This design comes from an exercise in tuning for small area on the open sky130 flow, not from production work.
In this exercise RTL edits were held to simulation tests only and were not proved equivalent to the original.
No activity file was given, so power comes from the tool's default toggle rates.

==> garnet: inputs <==
==> flow/design.v <==
`timescale 1ns/10ps
module cache_l1
	#(
		parameter DATA_WDT  = 64,
		parameter LINE_SIZE = 512 / DATA_WDT
	)
	(
		input								clk,
		input								rst_n,
		input								th_cgra_cache_flush,
		input		[32 - 1 : 0]			agent_req_addr,
		input								agent_req_en,
		input								agent_req_wr,
		input		[DATA_WDT - 1 : 0]		agent_req_wr_data,
		output reg 							agent_req_done,
		output reg							agent_req_hit,
		output reg							agent_req_miss,
		output reg							agent_req_block,
		output 		[DATA_WDT - 1:0]		agent_req_data,
		input								mem_read_valid,
		input		[DATA_WDT - 1 : 0]		mem_read_data,
		output reg							mem_req_en,
		output 		[32 - 1 : 0]			mem_req_addr,
		input		[31 : 0]				i_coherence_addr_1, i_coherence_addr_2, i_coherence_addr_3,
		input 								i_coherence_valid_1, i_coherence_valid_2, i_coherence_valid_3,
		output reg							o_coherence_valid_1, o_coherence_valid_2, o_coherence_valid_3,
		input 								i_coherence_ack_1, i_coherence_ack_2, i_coherence_ack_3,
		output reg							o_coherence_ack_1, o_coherence_ack_2, o_coherence_ack_3,
		output reg 	[31 : 0]				o_coherence_addr
	);
integer i;
reg 			en1, en2;		 
reg 			wr1, wr2;		 
reg  [31:3]		req_addr;		 
reg  [63:0]		wr_data;		 
reg  [31:6]		coh_addr;		 
reg 			cv1, cv2;		 
wire 			i_coherence_valid = i_coherence_valid_1 || i_coherence_valid_2 || i_coherence_valid_3;
wire [31:6]		i_coherence_addr  = i_coherence_valid_1 ? i_coherence_addr_1[31:6] : i_coherence_valid_2 ? i_coherence_addr_2[31:6] : i_coherence_addr_3[31:6];
always @(posedge clk or negedge rst_n) begin
	if(~rst_n) begin
		en1 <= 0; en2 <= 0;
		wr1 <= 0; wr2 <= 0;
		cv1 <= 0; cv2 <= 0;
	end
	else begin
		en1 <= agent_req_en; en2 <= en1;
		wr1 <= agent_req_wr; wr2 <= wr1;
		cv1 <= i_coherence_valid; cv2 <= cv1;
	end
end
always @(posedge clk) begin
	if(agent_req_en)
		req_addr <= agent_req_addr[31:3];
	if(agent_req_wr)
		wr_data <= agent_req_wr_data;
	if(i_coherence_valid)
		coh_addr <= i_coherence_addr;
	if(agent_req_en && agent_req_wr)
		o_coherence_addr <= agent_req_addr;
end
reg  [2:0]		current_state;
reg  [2:0]		next_state;
reg  [2:0]		miss_valid_cnt;
reg  [2:0]		mem_req_addr_cnt;
reg  [7:0]		valid_mem;		 
reg  [7:0]		valid_dout;		 
reg  [7:0]		valid_out_reg;	 
reg  [6:0]		lru;			 
reg  [31:6]		tag [0:7];
reg 			cache_hit_reg;
reg  [2:0]		cache_hit_index_reg;
reg  [2:0]		way_index_reg;
reg  [2:0]		rd_word;		 
reg 			req_hit_reg, req_hit_reg_reg;
reg 			coherence_hit_reg;
wire st_idle  = current_state == 0;
wire st_work  = current_state == 1;
wire st_rmiss = current_state == 2;
wire st_wmiss = current_state == 3;
wire st_reset = current_state == 4;
wire st_coh   = current_state == 5;
wire [31:6]		tag_index = en1 ? req_addr[31:6] : coh_addr;
wire 			lookup = en1 || (st_coh && cv1);
reg  [7:0]		match;
reg 			cache_hit;
reg  [2:0]		cache_hit_index;
always @(*) begin
	cache_hit_index = 0;
	for(i = 0; i < 8; i = i + 1) begin
		match[i] = lookup && valid_dout[i] && (tag[i] == tag_index);
		if(match[i]) cache_hit_index = i;
	end
	cache_hit = |match;
end
wire cache_miss = lookup && !cache_hit;
reg  [2:0]		way_index;
reg  [2:0]		inv_index;
always @(*) begin
	inv_index = 0;
	for(i = 0; i < 8; i = i + 1)
		if(~valid_out_reg[i]) inv_index = i;
	if(en2 || (st_coh && cv2)) begin
		if(~cache_hit_reg)
			way_index = (&valid_out_reg) ? (lru[6] ? (lru[5] ? (lru[3] ? 3'd7 : 3'd6) : (lru[2] ? 3'd5 : 3'd4)) :
			                                         (lru[4] ? (lru[1] ? 3'd3 : 3'd2) : (lru[0] ? 3'd1 : 3'd0)))
			                             : inv_index;
		else
			way_index = cache_hit_index_reg;
	end
	else
		way_index = 0;
end
always @(*) begin
	case (current_state)
		0:
			if(agent_req_en)                next_state = 1;
			else if(i_coherence_valid)      next_state = 5;
			else if(th_cgra_cache_flush)    next_state = 4;
			else                            next_state = 0;
		1:
			if(cache_miss)                  next_state = wr1 ? 3 : 2;
			else                            next_state = 1;
		2:                         next_state = (miss_valid_cnt == 7) ? 0 : 2;
		3:                        next_state = (miss_valid_cnt == 7) ? 0 : 3;
		5:
			if(cv2 || cache_miss)           next_state = 0;
			else                            next_state = 5;
		default:                            next_state = 0;
	endcase
end
wire next_ack = st_coh && (next_state == 0);
always @(posedge clk or negedge rst_n) begin
	if(~rst_n) begin
		current_state <= 4;
		agent_req_miss <= 0;
		agent_req_hit <= 0;
		agent_req_block <= 0;
		agent_req_done <= 0;
		mem_req_en <= 0;
		mem_req_addr_cnt <= 0;
		miss_valid_cnt <= 0;
		o_coherence_valid_1 <= 0; o_coherence_valid_2 <= 0; o_coherence_valid_3 <= 0;
		o_coherence_ack_1 <= 0; o_coherence_ack_2 <= 0; o_coherence_ack_3 <= 0;
		cache_hit_reg <= 0;
		cache_hit_index_reg <= 0;
		way_index_reg <= 0;
		req_hit_reg <= 0;
		req_hit_reg_reg <= 0;
		coherence_hit_reg <= 0;
		lru <= 0;
	end
	else begin
		current_state <= next_state;
		agent_req_miss <= st_work && en1 && cache_miss;
		agent_req_hit <= req_hit_reg_reg;
		agent_req_block <= next_state == 5 || next_state == 2 || next_state == 3;
		agent_req_done <= req_hit_reg_reg || (st_rmiss && mem_read_valid && (rd_word == miss_valid_cnt));
		if(mem_req_addr_cnt == 7)
			mem_req_en <= 0;
		else
			mem_req_en <= next_state == 2 || next_state == 3;
		if(mem_req_en)
			mem_req_addr_cnt <= mem_req_addr_cnt + 1;
		else if(mem_req_addr_cnt == 7)
			mem_req_addr_cnt <= 0;
		if(miss_valid_cnt == 7)
			miss_valid_cnt <= 0;
		else if(mem_read_valid)
			miss_valid_cnt <= miss_valid_cnt + 1;
		if(agent_req_en && agent_req_wr) begin
			o_coherence_valid_1 <= 1; o_coherence_valid_2 <= 1; o_coherence_valid_3 <= 1;
		end
		else begin
			if(i_coherence_ack_1) o_coherence_valid_1 <= 0;
			if(i_coherence_ack_2) o_coherence_valid_2 <= 0;
			if(i_coherence_ack_3) o_coherence_valid_3 <= 0;
		end
		o_coherence_ack_1 <= i_coherence_valid_1 && next_ack;
		o_coherence_ack_2 <= !i_coherence_valid_1 && i_coherence_valid_2 && next_ack;
		o_coherence_ack_3 <= !i_coherence_valid_1 && !i_coherence_valid_2 && i_coherence_valid_3 && next_ack;
		cache_hit_reg <= cache_hit;
		cache_hit_index_reg <= cache_hit_index;
		if(en2) way_index_reg <= way_index;
		req_hit_reg <= en1 && cache_hit;
		req_hit_reg_reg <= req_hit_reg;
		coherence_hit_reg <= st_coh && cache_hit;
		if(en2) lru <= lru_in;
	end
end
always @(posedge clk)
	if(en2) rd_word <= req_addr[5:3];
assign mem_req_addr = {3'b0, req_addr[31:6], mem_req_addr_cnt};
reg  [7:0]		valid_in;
always @(*) begin
	for(i = 0; i < 8; i = i + 1) begin
		if(st_reset || (wr2 && req_hit_reg))
			valid_in[i] = 0;
		else if(coherence_hit_reg)
			valid_in[i] = (way_index == i) ? 1'b0 : valid_out_reg[i];
		else if(st_rmiss || st_wmiss)
			valid_in[i] = (way_index == i) ? 1'b1 : valid_out_reg[i];
		else
			valid_in[i] = 0;
	end
end
wire valid_wr = st_reset || coherence_hit_reg || agent_req_miss;
wire valid_rd = (agent_req_en || i_coherence_valid) && !valid_wr;
always @(posedge clk or negedge rst_n) begin
	if(~rst_n) begin
		valid_mem <= 0;
		valid_dout <= 0;
		valid_out_reg <= 0;
	end
	else begin
		if(valid_wr) valid_mem <= valid_in;
		if(valid_rd) valid_dout <= valid_mem;
		valid_out_reg <= valid_dout;
	end
end
always @(posedge clk)
	for(i = 0; i < 8; i = i + 1)
		if(agent_req_miss && way_index == i)
			tag[i] <= req_addr[31:6];
reg 			tgl;				 
reg  [7:0]		phase;				 
reg  [63:0]		wr_data_d;			 
reg 			wr_late;			 
reg  [63:0]		pr0 [0:31];			 
reg  [63:0]		pr1 [0:31];			 
always @(posedge clk or negedge rst_n) begin
	if(~rst_n) begin
		tgl <= 0;
		wr_late <= 0;
	end
	else begin
		tgl <= ~tgl;
		wr_late <= st_work && en2 && wr2 && !(tgl ^ phase[way_index] ^ req_addr[3]);
	end
end
always @(posedge clk) begin
	wr_data_d <= wr_data;
	if(mem_read_valid && miss_valid_cnt == 0)
		phase[way_index_reg] <= ~tgl;
end
wire 			wr_now   = st_work && en2 && wr2 && (tgl ^ phase[way_index] ^ req_addr[3]);
wire 			dat_we   = wr_now || wr_late || mem_read_valid;
wire [2:0]		dat_way  = wr_now ? way_index : way_index_reg;
wire [2:1]		dat_pair = mem_read_valid ? miss_valid_cnt[2:1] : wr_now ? req_addr[5:4] : rd_word[2:1];
wire [63:0]		dat_in   = wr_late ? wr_data_d :
						   (st_rmiss || (st_wmiss && miss_valid_cnt != req_addr[5:3])) ? mem_read_data : wr_data;
genvar g;
generate
	for(g = 0; g < 32; g = g + 1) begin: pair
		always @(posedge clk) begin
			pr1[g] <= pr0[g];
			pr0[g] <= (dat_we && {dat_way, dat_pair} == g) ? dat_in : pr1[g];
		end
	end
endgenerate
wire [4:0]		rd_pair = {way_index_reg, rd_word[2:1]};
reg  [63:0]		rd_data;
reg  [63:0]		rd_cap;
always @(*) begin
	rd_data = 0;
	for(i = 0; i < 32; i = i + 1)
		rd_data = rd_data | ({64{rd_pair == i[4:0]}} & pr0[i]);
end
always @(posedge clk)
	rd_cap <= rd_data;
assign agent_req_data = (tgl ^ phase[way_index_reg] ^ rd_word[0]) ? rd_cap : rd_data;
reg  [6:0]		lru_in;
always @(*) begin
	lru_in = lru;
	case (way_index)
		3'd0 : begin lru_in[6] = 1; lru_in[4] = 1; lru_in[0] = 1; end
		3'd1 : begin lru_in[6] = 1; lru_in[4] = 1; lru_in[0] = 0; end
		3'd2 : begin lru_in[6] = 1; lru_in[4] = 0; lru_in[1] = 1; end
		3'd3 : begin lru_in[6] = 1; lru_in[4] = 0; lru_in[1] = 0; end
		3'd4 : begin lru_in[6] = 0; lru_in[5] = 1; lru_in[2] = 1; end
		3'd5 : begin lru_in[6] = 0; lru_in[5] = 1; lru_in[2] = 0; end
		3'd6 : begin lru_in[6] = 0; lru_in[5] = 0; lru_in[3] = 1; end
		default : begin lru_in[6] = 0; lru_in[5] = 0; lru_in[3] = 0; end
	endcase
end
endmodule
==> flow/run.sh <==
#!/bin/bash
# synth_recipe.tcl (not shown) runs the flow's synth.tcl, then flattens the netlist and writes it again
# the make line also repeats each setting of config.mk as NAME=value (left out here)
make -C /OpenROAD-flow-scripts/flow DESIGN_CONFIG=/design/flow/config.mk WORK_HOME=/design/flow/orfs CLKGATE_MAP_FILE= SYNTH_SCRIPT=/design/flow/synth_recipe.tcl finish
==> flow/config.mk <==
export PLATFORM = sky130hd
export DESIGN_NAME = cache_l1
export DESIGN_NICKNAME = cache_l1
export VERILOG_FILES = /design/flow/design.v
export SDC_FILE = /design/flow/constraint.sdc
export NUM_CORES = 4
export LEC_CHECK = 0
export CAP_MARGIN = 20
export CORE_MARGIN = 2
export CORE_UTILIZATION = 65
export CTS_BUF_LIST = sky130_fd_sc_hd__clkbuf_4
export CTS_CLUSTER_SIZE = 30
export SLEW_MARGIN = 20
==> flow/constraint.sdc <==
create_clock -name core_clock -period 10.0 [get_ports {clk}]
set_input_delay 2.0000 -clock core_clock [delete_from_list [all_inputs] [get_ports {clk}]]
set_output_delay 2.0000 -clock core_clock [all_outputs]
set_load 0.01 [all_outputs]
==> inputs of yarrow, as changes to garnet <==
==> flow/design.v, changed modules only <==
module cache_l1
	#(
		parameter DATA_WDT  = 64,
		parameter LINE_SIZE = 512 / DATA_WDT
	)
	(
		input								clk,
		input								rst_n,
		input								th_cgra_cache_flush,
		input		[32 - 1 : 0]			agent_req_addr,
		input								agent_req_en,
		input								agent_req_wr,
		input		[DATA_WDT - 1 : 0]		agent_req_wr_data,
		output reg 							agent_req_done,
		output reg							agent_req_hit,
		output reg							agent_req_miss,
		output reg							agent_req_block,
		output 		[DATA_WDT - 1:0]		agent_req_data,
		input								mem_read_valid,
		input		[DATA_WDT - 1 : 0]		mem_read_data,
		output reg							mem_req_en,
		output 		[32 - 1 : 0]			mem_req_addr,
		input		[31 : 0]				i_coherence_addr_1, i_coherence_addr_2, i_coherence_addr_3,
		input 								i_coherence_valid_1, i_coherence_valid_2, i_coherence_valid_3,
		output reg							o_coherence_valid_1, o_coherence_valid_2, o_coherence_valid_3,
		input 								i_coherence_ack_1, i_coherence_ack_2, i_coherence_ack_3,
		output reg							o_coherence_ack_1, o_coherence_ack_2, o_coherence_ack_3,
		output reg 	[31 : 0]				o_coherence_addr
	);
integer i;
reg 			en1, en2;		 
reg 			wr1, wr2;		 
reg  [31:3]		req_addr;		 
reg  [63:0]		wr_data;		 
reg  [31:6]		coh_addr;		 
reg 			cv1, cv2;		 
wire 			i_coherence_valid = i_coherence_valid_1 || i_coherence_valid_2 || i_coherence_valid_3;
wire [31:6]		i_coherence_addr  = i_coherence_valid_1 ? i_coherence_addr_1[31:6] : i_coherence_valid_2 ? i_coherence_addr_2[31:6] : i_coherence_addr_3[31:6];
always @(posedge clk or negedge rst_n) begin
	if(~rst_n) begin
		en1 <= 0; en2 <= 0;
		wr1 <= 0; wr2 <= 0;
		cv1 <= 0; cv2 <= 0;
	end
	else begin
		en1 <= agent_req_en; en2 <= en1;
		wr1 <= agent_req_wr; wr2 <= wr1;
		cv1 <= i_coherence_valid; cv2 <= cv1;
	end
end
always @(posedge clk) begin
	if(agent_req_en)
		req_addr <= agent_req_addr[31:3];
	if(agent_req_wr)
		wr_data <= agent_req_wr_data;
	if(i_coherence_valid)
		coh_addr <= i_coherence_addr;
	if(agent_req_en && agent_req_wr)
		o_coherence_addr <= agent_req_addr;
end
reg  [2:0]		current_state;
reg  [2:0]		next_state;
reg  [2:0]		miss_valid_cnt;
reg  [2:0]		mem_req_addr_cnt;
reg  [7:0]		valid_mem;		 
reg  [7:0]		valid_dout;		 
reg  [7:0]		valid_out_reg;	 
reg  [6:0]		lru;			 
reg  [31:6]		tagp [0:7];		 
reg 			cache_hit_reg;
reg  [2:0]		cache_hit_index_reg;
reg  [2:0]		way_index_reg;
reg  [2:0]		rd_word;		 
reg 			req_hit_reg, req_hit_reg_reg;
reg 			coherence_hit_reg;
wire st_idle  = current_state == 0;
wire st_work  = current_state == 1;
wire st_rmiss = current_state == 2;
wire st_wmiss = current_state == 3;
wire st_reset = current_state == 4;
wire st_coh   = current_state == 5;
wire [31:6]		tag_index = en1 ? req_addr[31:6] : coh_addr;
wire 			lookup = en1 || (st_coh && cv1);
reg  [7:0]		match;
reg  [7:0]		mpos;			 
reg 			cache_hit;
reg  [2:0]		cache_hit_index;
always @(*) begin
	cache_hit_index = 0;
	for(i = 0; i < 8; i = i + 1)
		mpos[i] = tagp[i] == tag_index;
	for(i = 0; i < 8; i = i + 1) begin
		match[i] = lookup && valid_dout[i] && mpos[(i + trot) % 8];
		if(match[i]) cache_hit_index = i;
	end
	cache_hit = |match;
end
wire cache_miss = lookup && !cache_hit;
reg  [2:0]		way_index;
reg  [2:0]		inv_index;
always @(*) begin
	inv_index = 0;
	for(i = 0; i < 8; i = i + 1)
		if(~valid_out_reg[i]) inv_index = i;
	if(en2 || (st_coh && cv2)) begin
		if(~cache_hit_reg)
			way_index = (&valid_out_reg) ? (lru[6] ? (lru[5] ? (lru[3] ? 3'd7 : 3'd6) : (lru[2] ? 3'd5 : 3'd4)) :
			                                         (lru[4] ? (lru[1] ? 3'd3 : 3'd2) : (lru[0] ? 3'd1 : 3'd0)))
			                             : inv_index;
		else
			way_index = cache_hit_index_reg;
	end
	else
		way_index = 0;
end
always @(*) begin
	case (current_state)
		0:
			if(agent_req_en)                next_state = 1;
			else if(i_coherence_valid)      next_state = 5;
			else if(th_cgra_cache_flush)    next_state = 4;
			else                            next_state = 0;
		1:
			if(cache_miss)                  next_state = wr1 ? 3 : 2;
			else                            next_state = 1;
		2:                         next_state = (miss_valid_cnt == 7) ? 0 : 2;
		3:                        next_state = (miss_valid_cnt == 7) ? 0 : 3;
		5:
			if(cv2 || cache_miss)           next_state = 0;
			else                            next_state = 5;
		default:                            next_state = 0;
	endcase
end
wire next_ack = st_coh && (next_state == 0);
always @(posedge clk or negedge rst_n) begin
	if(~rst_n) begin
		current_state <= 4;
		agent_req_miss <= 0;
		agent_req_hit <= 0;
		agent_req_block <= 0;
		agent_req_done <= 0;
		mem_req_en <= 0;
		mem_req_addr_cnt <= 0;
		miss_valid_cnt <= 0;
		o_coherence_valid_1 <= 0; o_coherence_valid_2 <= 0; o_coherence_valid_3 <= 0;
		o_coherence_ack_1 <= 0; o_coherence_ack_2 <= 0; o_coherence_ack_3 <= 0;
		cache_hit_reg <= 0;
		cache_hit_index_reg <= 0;
		way_index_reg <= 0;
		req_hit_reg <= 0;
		req_hit_reg_reg <= 0;
		coherence_hit_reg <= 0;
		lru <= 0;
	end
	else begin
		current_state <= next_state;
		agent_req_miss <= st_work && en1 && cache_miss;
		agent_req_hit <= req_hit_reg_reg;
		agent_req_block <= next_state == 5 || next_state == 2 || next_state == 3;
		agent_req_done <= req_hit_reg_reg || (st_rmiss && mem_read_valid && (rd_word == miss_valid_cnt));
		if(mem_req_addr_cnt == 7)
			mem_req_en <= 0;
		else
			mem_req_en <= next_state == 2 || next_state == 3;
		if(mem_req_en)
			mem_req_addr_cnt <= mem_req_addr_cnt + 1;
		else if(mem_req_addr_cnt == 7)
			mem_req_addr_cnt <= 0;
		if(miss_valid_cnt == 7)
			miss_valid_cnt <= 0;
		else if(mem_read_valid)
			miss_valid_cnt <= miss_valid_cnt + 1;
		if(agent_req_en && agent_req_wr) begin
			o_coherence_valid_1 <= 1; o_coherence_valid_2 <= 1; o_coherence_valid_3 <= 1;
		end
		else begin
			if(i_coherence_ack_1) o_coherence_valid_1 <= 0;
			if(i_coherence_ack_2) o_coherence_valid_2 <= 0;
			if(i_coherence_ack_3) o_coherence_valid_3 <= 0;
		end
		o_coherence_ack_1 <= i_coherence_valid_1 && next_ack;
		o_coherence_ack_2 <= !i_coherence_valid_1 && i_coherence_valid_2 && next_ack;
		o_coherence_ack_3 <= !i_coherence_valid_1 && !i_coherence_valid_2 && i_coherence_valid_3 && next_ack;
		cache_hit_reg <= cache_hit;
		cache_hit_index_reg <= cache_hit_index;
		if(en2) way_index_reg <= way_index;
		req_hit_reg <= en1 && cache_hit;
		req_hit_reg_reg <= req_hit_reg;
		coherence_hit_reg <= st_coh && cache_hit;
		if(en2) lru <= lru_in;
	end
end
always @(posedge clk)
	if(en2) rd_word <= req_addr[5:3];
assign mem_req_addr = {3'b0, req_addr[31:6], mem_req_addr_cnt};
reg  [7:0]		valid_in;
always @(*) begin
	for(i = 0; i < 8; i = i + 1) begin
		if(st_reset || (wr2 && req_hit_reg))
			valid_in[i] = 0;
		else if(coherence_hit_reg)
			valid_in[i] = (way_index == i) ? 1'b0 : valid_out_reg[i];
		else if(st_rmiss || st_wmiss)
			valid_in[i] = (way_index == i) ? 1'b1 : valid_out_reg[i];
		else
			valid_in[i] = 0;
	end
end
wire valid_wr = st_reset || coherence_hit_reg || agent_req_miss;
wire valid_rd = (agent_req_en || i_coherence_valid) && !valid_wr;
always @(posedge clk or negedge rst_n) begin
	if(~rst_n) begin
		valid_mem <= 0;
		valid_dout <= 0;
		valid_out_reg <= 0;
	end
	else begin
		if(valid_wr) valid_mem <= valid_in;
		if(valid_rd) valid_dout <= valid_mem;
		valid_out_reg <= valid_dout;
	end
end
reg  [2:0]		trot;
reg 			tpend;		 
reg  [2:0]		tway;		 
wire [2:0]		tw      = agent_req_miss ? way_index : tway;
wire 			tins    = (agent_req_miss || tpend) && (tw + trot == 3'd7);
always @(posedge clk or negedge rst_n) begin
	if(~rst_n) begin
		trot <= 0;
		tpend <= 0;
	end
	else begin
		trot <= trot + 1'b1;
		tpend <= (agent_req_miss || tpend) && !tins;
	end
end
always @(posedge clk) begin
	if(agent_req_miss)
		tway <= way_index;
	for(i = 1; i < 8; i = i + 1)
		tagp[i] <= tagp[i-1];
	tagp[0] <= tins ? req_addr[31:6] : tagp[7];
end
reg  [1:0]		tcnt;				 
reg  [1:0]		ph [0:7];			 
reg 			wr_late;			 
reg  [63:0]		pr0 [0:31];			 
reg  [63:0]		pr1 [0:31];			 
reg  [31:0]		ins_r;				 
reg  [31:0]		keep_r;				 
reg 			pol_r;				 
reg 			late_r;				 
reg  [63:0]		rd_cap;				 
wire [1:0]		aw    = tcnt - ph[way_index] - req_addr[4:3];
wire 			wr_hit = st_work && en2 && wr2;
always @(posedge clk or negedge rst_n) begin
	if(~rst_n) begin
		tcnt <= 0;
		wr_late <= 0;
	end
	else begin
		tcnt <= tcnt + 1'b1;
		wr_late <= wr_hit && !aw[0];
	end
end
wire [1:0]		nx_aw   = tcnt + 1'b1 - ph[cache_hit_index] - req_addr[4:3];
wire 			nx_now  = (next_state == 1) && en1 && wr1 && nx_aw[0];
wire 			nx_late = wr_hit && !aw[0];
wire 			nx_fill = mem_req_en;
wire [2:0]		nx_cnt  = (miss_valid_cnt == 7) ? 3'd0 : mem_read_valid ? miss_valid_cnt + 1'b1 : miss_valid_cnt;
wire [4:0]		nx_pair = nx_fill ? {(en2 ? way_index : way_index_reg), nx_cnt[2:1]} :
						  nx_now  ? {cache_hit_index, req_addr[5:4]} :
						            {way_index, req_addr[5:4]};
wire 			nx_we   = nx_fill || nx_now || nx_late;
always @(posedge clk) begin
	if(mem_read_valid && miss_valid_cnt == 0)
		ph[way_index_reg] <= tcnt + 1'b1;
	for(i = 0; i < 32; i = i + 1) begin
		ins_r[i]  <= nx_we && (nx_pair == i);
		keep_r[i] <= !(nx_we && (nx_pair == i));
	end
	pol_r  <= nx_now ? (nx_aw != 2'd3) : nx_late ? (aw == 2'd0) : 1'b0;
	late_r <= nx_late;
end
wire [63:0]		dat_in  = late_r ? rd_cap :
						  (st_rmiss || (st_wmiss && miss_valid_cnt != req_addr[5:3])) ? mem_read_data : wr_data;
wire [63:0]		din_bus = dat_in ^ {64{pol_r}};
genvar g;
generate
	for(g = 0; g < 32; g = g + 1) begin: pair
		always @(posedge clk) begin
			pr1[g] <= pr0[g];
			pr0[g] <= ~((pr1[g] | {64{ins_r[g]}}) & (din_bus | {64{keep_r[g]}}));
		end
	end
endgenerate
wire [4:0]		rd_pair = {way_index_reg, rd_word[2:1]};
wire [1:0]		ra      = tcnt - ph[way_index_reg] - rd_word[1:0];
reg  [63:0]		rd_raw;
always @(*) begin
	rd_raw = 0;
	for(i = 0; i < 32; i = i + 1)
		rd_raw = rd_raw | ({64{rd_pair == i[4:0]}} & pr0[i]);
end
wire [63:0]		rd_fix = rd_raw ^ {64{ra == 2'd0}};
always @(posedge clk)
	rd_cap <= nx_late ? wr_data : rd_fix;
assign agent_req_data = ra[0] ? rd_cap : rd_fix;
reg  [6:0]		lru_in;
always @(*) begin
	lru_in = lru;
	case (way_index)
		3'd0 : begin lru_in[6] = 1; lru_in[4] = 1; lru_in[0] = 1; end
		3'd1 : begin lru_in[6] = 1; lru_in[4] = 1; lru_in[0] = 0; end
		3'd2 : begin lru_in[6] = 1; lru_in[4] = 0; lru_in[1] = 1; end
		3'd3 : begin lru_in[6] = 1; lru_in[4] = 0; lru_in[1] = 0; end
		3'd4 : begin lru_in[6] = 0; lru_in[5] = 1; lru_in[2] = 1; end
		3'd5 : begin lru_in[6] = 0; lru_in[5] = 1; lru_in[2] = 0; end
		3'd6 : begin lru_in[6] = 0; lru_in[5] = 0; lru_in[3] = 1; end
		default : begin lru_in[6] = 0; lru_in[5] = 0; lru_in[3] = 0; end
	endcase
end
endmodule
--- a/flow/config.mk
+++ b/flow/config.mk
@@ -7,7 +7,9 @@
 export LEC_CHECK = 0
-export CAP_MARGIN = 20
+export CAP_MARGIN = 5
 export CORE_MARGIN = 2
-export CORE_UTILIZATION = 65
-export CTS_BUF_LIST = sky130_fd_sc_hd__clkbuf_4
+export CORE_UTILIZATION = 60
+export CTS_BUF_LIST = sky130_fd_sc_hd__clkbuf_16
+export CTS_CLUSTER_DIAMETER = 60
 export CTS_CLUSTER_SIZE = 30
-export SLEW_MARGIN = 20
+export PLACE_DENSITY = 0.75
+export SLEW_MARGIN = 5
==> qor summary <==
Result of the run: yarrow timing/DRC/antenna clean; garnet timing/DRC/antenna clean
Part of the cycle the worst path needs: yarrow 0.8688; garnet 0.8838
Total power of the final layout: yarrow 52.87 mW; garnet 51.31 mW
Share of synthesized cell area in full adder, half adder and majority cells: yarrow 0.001728; garnet 0.0008004
Detail Route met2 WL: yarrow 200200 um; garnet 198300 um
Met2 Track Usage GR: yarrow 0.5973; garnet 0.6031
Initial standard-cell utilization of the core: yarrow 0.6053; garnet 0.6549
Layout overhead on the synthesized area: yarrow 10.07%; garnet 14.82%
Post-Route Hold Slack: yarrow 324.9 ps; garnet 305.7 ps
Die area: yarrow 225900 um2; garnet 220200 um2
Internal cell power: yarrow 35.52 mW; garnet 37.42 mW
Met1 track demand over resource: yarrow 0.5462; garnet 0.5046
Hpwl dp: yarrow 247500 um; garnet 218800 um
Worst setup slack after layout: yarrow 1312 ps; garnet 1162 ps
Worst setup skew after layout: yarrow 47.67 ps; garnet 90.54 ps
Seq Cell Count: yarrow 4680; garnet 4663
Power density cells: yarrow 360.5 nW/um2; garnet 317.6 nW/um2
Pin count of the biggest net entering global routing: yarrow 74; garnet 62
Number of buffer and inverter stages on the critical path: yarrow 1; garnet 4
Total routing resource utilization after global routing: yarrow 0.4172; garnet 0.3729
Flip-flop and latch share of the layout cell area: yarrow 0.6546; garnet 0.6029
Wire length the detailed router placed on met1: yarrow 175700 um; garnet 176600 um
Unique cell type count in the Yosys netlist: yarrow 86; garnet 74
Count of flip-flops with a built-in enable after synthesis: yarrow 170; garnet 370

static timing again, ports no longer ideal:
In the flow no input, the clock included, has a driving cell. The finished layouts below were timed again as built, in two steps. Step 1: set_driving_cell puts a clkbuf_16 on clk and a buf_2 on each other input, an assumption about the parent block. Step 2 times the ports against the registers' clock, not the clock port: input delays grow and output delays shrink by t, the midpoint of the rising clock arrivals with the driver on. Slacks: ideal ports / drivers / drivers and shift; pairs: ideal ports / drivers.
| run | shift t [ns] | slack for setup (ns) | hold WS [ns] |
|---|---|---|---|
| garnet | 1.489 | 1.162 / 1.073 / 2.561 | 0.306 / 0.306 / 0.306 |
| yarrow | 1.003 | 1.312 / 1.312 / 1.312 | 0.325 / 0.325 / 0.325 |
After both steps setup and hold are still met in every run listed.
